Context: an optimization exercise on an open-source flow, tuned for small area and a short achievable clock period. The choices shown serve that exercise and are no tape-out recipe.
In this exercise RTL edits were held to simulation tests only and were not proved equivalent to the original.
No driver is modelled on the clock port, so clock power and skew are understated where the tree is cut down; a real chip needs a root buffer or a tree.

==> inputs of trial 87 <==
// multiplier_comb_reg
module multiplier_comb_reg (
    input  logic        CLK_i,
    input  logic [31:0] DIN1_i,
    input  logic [31:0] DIN2_i,
    output logic [63:0] DOUT_o
);
==> flow/config.mk <==
export PLATFORM = sky130hd
export DESIGN_NAME = multiplier_comb_reg
export DESIGN_NICKNAME = multiplier_comb_reg
export VERILOG_FILES = /design/flow/design.v
export SDC_FILE = /design/flow/constraint.sdc
export NUM_CORES = 4
export LEC_CHECK = 0
export CAP_MARGIN = 20
export CORE_MARGIN = 2
export CORE_UTILIZATION = 60
export SLEW_MARGIN = 20
export SYNTH_HIERARCHICAL = 1
==> flow/constraint.sdc <==
create_clock -name core_clock -period 44.0 [get_ports {CLK_i}]
set_input_delay 8.8000 -clock core_clock [delete_from_list [all_inputs] [get_ports {CLK_i}]]
set_output_delay 8.8000 -clock core_clock [all_outputs]
set_load 0.01 [all_outputs]
standard.sh (not shown) runs the stock make flow with config.mk's settings and CLKGATE_MAP_FILE= SYNTH_SCRIPT=/design/flow/synth_recipe.tcl, a recipe that flattens the netlist after the stock synthesis.
==> flow/flow/run.sh <==
#!/bin/bash
# Own layout flow: the standard ORFS flow (standard.sh: the standard
# synthesis, floorplan, power grid, placement, CTS and routing) with three
# changes:
#  1. between synthesis and floorplan, flow/post_synth.py re-sizes cells in the
#     synthesized netlist (drive strengths only; cell functions and flip-flop
#     cell types and names are kept);
#  2. the port buffers that buffer_ports inserts are plain buf_1 cells rather
#     than the clock-delay cells it picks by default;
#  3. at the end of the CTS step (POST_CTS_TCL hook), flow/cts_post.tcl
#     replaces the H-tree that clock_tree_synthesis built with a balanced
#     two-level tree: the clock port drives 4 clkbuf_16 buffers, each of which
#     drives 2 clkbuf_16 leaf buffers, each driving the flip-flops of one
#     region. Every flip-flop gets its clock through the same two buffer levels.
set -euo pipefail
R=orfs/results/sky130hd/multiplier_comb_reg/base
bash standard.sh synth > synth.log 2>&1
cp $R/1_2_yosys.v synth_netlist_orig.v
python3 flow/post_synth.py $R/1_2_yosys.v > post_synth.log 2>&1
diff synth_netlist_orig.v $R/1_2_yosys.v > post_synth.diff || true
touch $R/1_2_yosys.v
bash standard.sh \
  "BUFFER_PORTS_ARGS=-buffer_cell sky130_fd_sc_hd__buf_1" \
  "POST_CTS_TCL=$PWD/flow/cts_post.tcl" \
  finish > layout.log 2>&1
==> flow/flow/clock_tree.tcl <==
proc my_tree_split {insts axis} {
  set keyed {}
  foreach i $insts {
    set loc [$i getLocation]
    lappend keyed [list [lindex $loc $axis] $i]
  }
  set keyed [lsort -integer -index 0 $keyed]
  set h [expr {[llength $keyed] / 2}]
  set a {}
  set b {}
  set k 0
  foreach e $keyed {
    if {$k < $h} { lappend a [lindex $e 1] } else { lappend b [lindex $e 1] }
    incr k
  }
  return [list $a $b]
}

proc my_centroid {insts} {
  set sx 0
  set sy 0
  foreach i $insts {
    set loc [$i getLocation]
    set sx [expr {$sx + [lindex $loc 0]}]
    set sy [expr {$sy + [lindex $loc 1]}]
  }
  set n [llength $insts]
  return [list [expr {$sx / $n}] [expr {$sy / $n}]]
}

# split a list of instances into n groups (n a power of two), alternating axes
proc my_groups {insts n axis} {
  set groups [list $insts]
  while {[llength $groups] < $n} {
    set ng {}
    foreach g $groups { foreach h [my_tree_split $g $axis] { lappend ng $h } }
    set groups $ng
    set axis [expr {1 - $axis}]
  }
  return $groups
}

proc my_power {block inst} {
  foreach it [$inst getITerms] {
    set sig [[$it getMTerm] getSigType]
    if {$sig eq "POWER"} { $it connect [$block findNet VDD] }
    if {$sig eq "GROUND"} { $it connect [$block findNet VSS] }
  }
}

proc my_clock_tree2 {nroot nsub rootcell leafcell} {
  set db [ord::get_db]
  set block [ord::get_db_block]
  set clk [$block findNet CLK_i]
  set ffs {}
  foreach inst [$block getInsts] {
    if {[string match sky130_fd_sc_hd__df* [[$inst getMaster] getName]]} { lappend ffs $inst }
  }
  # remove the cells clock_tree_synthesis added: every cell on a clknet_* net
  # but the flip-flops (its buffers and its dummy loads)
  foreach ff $ffs { [$ff findITerm CLK] disconnect }
  set old {}
  foreach net [$block getNets] {
    if {[string match clknet_* [$net getName]]} {
      foreach it [$net getITerms] { lappend old [$it getInst] }
    }
  }
  foreach it [$clk getITerms] { lappend old [$it getInst] }
  set old [lsort -unique $old]
  set oldnets {}
  foreach inst $old {
    foreach it [$inst getITerms] {
      set n [$it getNet]
      if {$n ne "NULL" && [$n getName] ne "CLK_i" && [$n getSigType] ne "POWER" && [$n getSigType] ne "GROUND"} { lappend oldnets $n }
    }
    odb::dbInst_destroy $inst
  }
  foreach n [lsort -unique $oldnets] {
    if {[llength [$n getITerms]] == 0 && [llength [$n getBTerms]] == 0} { odb::dbNet_destroy $n }
  }
  foreach net [$block getNets] {
    if {[string match clknet_* [$net getName]]} { puts "my_clock_tree: net [$net getName] left with [llength [$net getITerms]] pins" }
  }
  set rmaster [$db findMaster $rootcell]
  set lmaster [$db findMaster $leafcell]
  set r 0
  set l 0
  foreach rg [my_groups $ffs $nroot 0] {
    set rnet [odb::dbNet_create $block my_clk_r$r]
    $rnet setSigType CLOCK
    set leaves {}
    foreach lg [my_groups $rg $nsub [expr {$nroot == 2 ? 1 : 0}]] {
      set net [odb::dbNet_create $block my_clk_l$l]
      $net setSigType CLOCK
      set buf [odb::dbInst_create $block $lmaster my_clkbuf_l$l]
      set c [my_centroid $lg]
      $buf setLocation [lindex $c 0] [lindex $c 1]
      $buf setPlacementStatus PLACED
      my_power $block $buf
      [$buf findITerm A] connect $rnet
      [$buf findITerm X] connect $net
      foreach ff $lg { [$ff findITerm CLK] connect $net }
      lappend leaves $buf
      incr l
    }
    set root [odb::dbInst_create $block $rmaster my_clkbuf_r$r]
    set c [my_centroid $leaves]
    $root setLocation [lindex $c 0] [lindex $c 1]
    $root setPlacementStatus PLACED
    my_power $block $root
    [$root findITerm A] connect $clk
    [$root findITerm X] connect $rnet
    incr r
  }
  puts "my_clock_tree: [llength $ffs] flip-flops, [llength $old] old clock cells removed, $r root and $l leaf buffers"
}
==> flow/flow/cts_post.tcl <==
# POST_CTS_TCL hook: rebuild the clock tree as a balanced two-level tree
# (see clock_tree.tcl), then legalize the new buffers.
source [file join [file dirname [info script]] clock_tree.tcl]
my_clock_tree2 4 2 sky130_fd_sc_hd__clkbuf_16 sky130_fd_sc_hd__clkbuf_16
detailed_placement
check_placement -verbose
estimate_parasitics -placement
report_clock_latency
Other scripts of this flow, unchanged in this note and not shown: flow/flow/post_synth.py
==> trial 51: changes against trial 87 <==
==> flow/flow/run.sh (replaced) <==
#!/bin/bash
# Own layout flow: the standard ORFS flow (standard.sh: the standard
# synthesis, floorplan, power grid, placement, CTS and routing) with three
# changes:
#  1. between synthesis and floorplan, flow/post_synth.py re-sizes cells in the
#     synthesized netlist (drive strengths only; cell functions and flip-flop
#     cell types and names are kept);
#  2. the port buffers that buffer_ports inserts are plain buf_1 cells rather
#     than the clock-delay cells it picks by default;
#  3. clock_tree_synthesis keeps its default arguments but builds the tree
#     from a clkbuf_16 root and clkbuf_8 buffers below it (a balanced tree as
#     before, with smaller buffers, and without dummy load cells).
set -euo pipefail
R=orfs/results/sky130hd/multiplier_comb_reg/base
bash standard.sh synth > synth.log 2>&1
cp $R/1_2_yosys.v synth_netlist_orig.v
python3 flow/post_synth.py $R/1_2_yosys.v > post_synth.log 2>&1
diff synth_netlist_orig.v $R/1_2_yosys.v > post_synth.diff || true
touch $R/1_2_yosys.v
bash standard.sh \
  "BUFFER_PORTS_ARGS=-buffer_cell sky130_fd_sc_hd__buf_1" \
  "CTS_ARGS=-sink_clustering_enable -repair_clock_nets -root_buf sky130_fd_sc_hd__clkbuf_16 -buf_list sky130_fd_sc_hd__clkbuf_8 -dont_use_dummy_load" \
  finish > layout.log 2>&1
removed: flow/flow/clock_tree.tcl
removed: flow/flow/cts_post.tcl
==> run notes <==
| metric | trial 87 | trial 51 |
|---|---|---|
| Run status | no timing/DRC/antenna violations | no timing/DRC/antenna violations |
| Global-route wire length before repair | 113000 µm | 113000 µm |
| PnR worst setup slack | 34.40 ns | 34.31 ns |
| Actual slew at the worst max-slew pin | 0.960 ns | 0.937 ns |
| Worst-case register-to-register setup slack | 35.07 ns | 35.12 ns |
| Routed length on met3 | 8630 µm | 8670 µm |
| Maximum achievable frequency | 0.104 GHz | 0.103 GHz |
| Final clock period utilization by the worst path | 0.218 | 0.220 |
| Total Nets Final | 2752 | 2757 |
| Area delta synth->final | 6.27% | 6.02% |
| Total vias in the final route | 18400 | 18400 |
| Routed wire length | 73600 µm | 73100 µm |
The clock cells of trial 87 come from the design's own scripts or RTL, not from TritonCTS.

-- what the ideal ports hide --
The flow's constraints put no driver on any port. The routed layouts listed below were extracted and timed again, unchanged, in two steps.
Step 1 assumes that a clkbuf_16 drives the clock port and a buf_2 every other input.
Step 2 times the ports against the registers' clock, not the clock port: input delays grow and output delays shrink by t, the midpoint of the rising clock arrivals with the driver on.
a / b / c = no drivers / after step 1 / after step 2; a / b = the first two.
run	t (ns)	slack for setup (ns)	hold slack, ns	worst setup path at the end
trial 87	0.403	34.401 / 34.286 / 34.689	0.963 / 0.963 / 0.963	register to output
trial 51	0.448	34.306 / 34.250 / 34.698	0.908 / 0.908 / 0.908	register to output
After both steps every run listed still meets setup and hold.
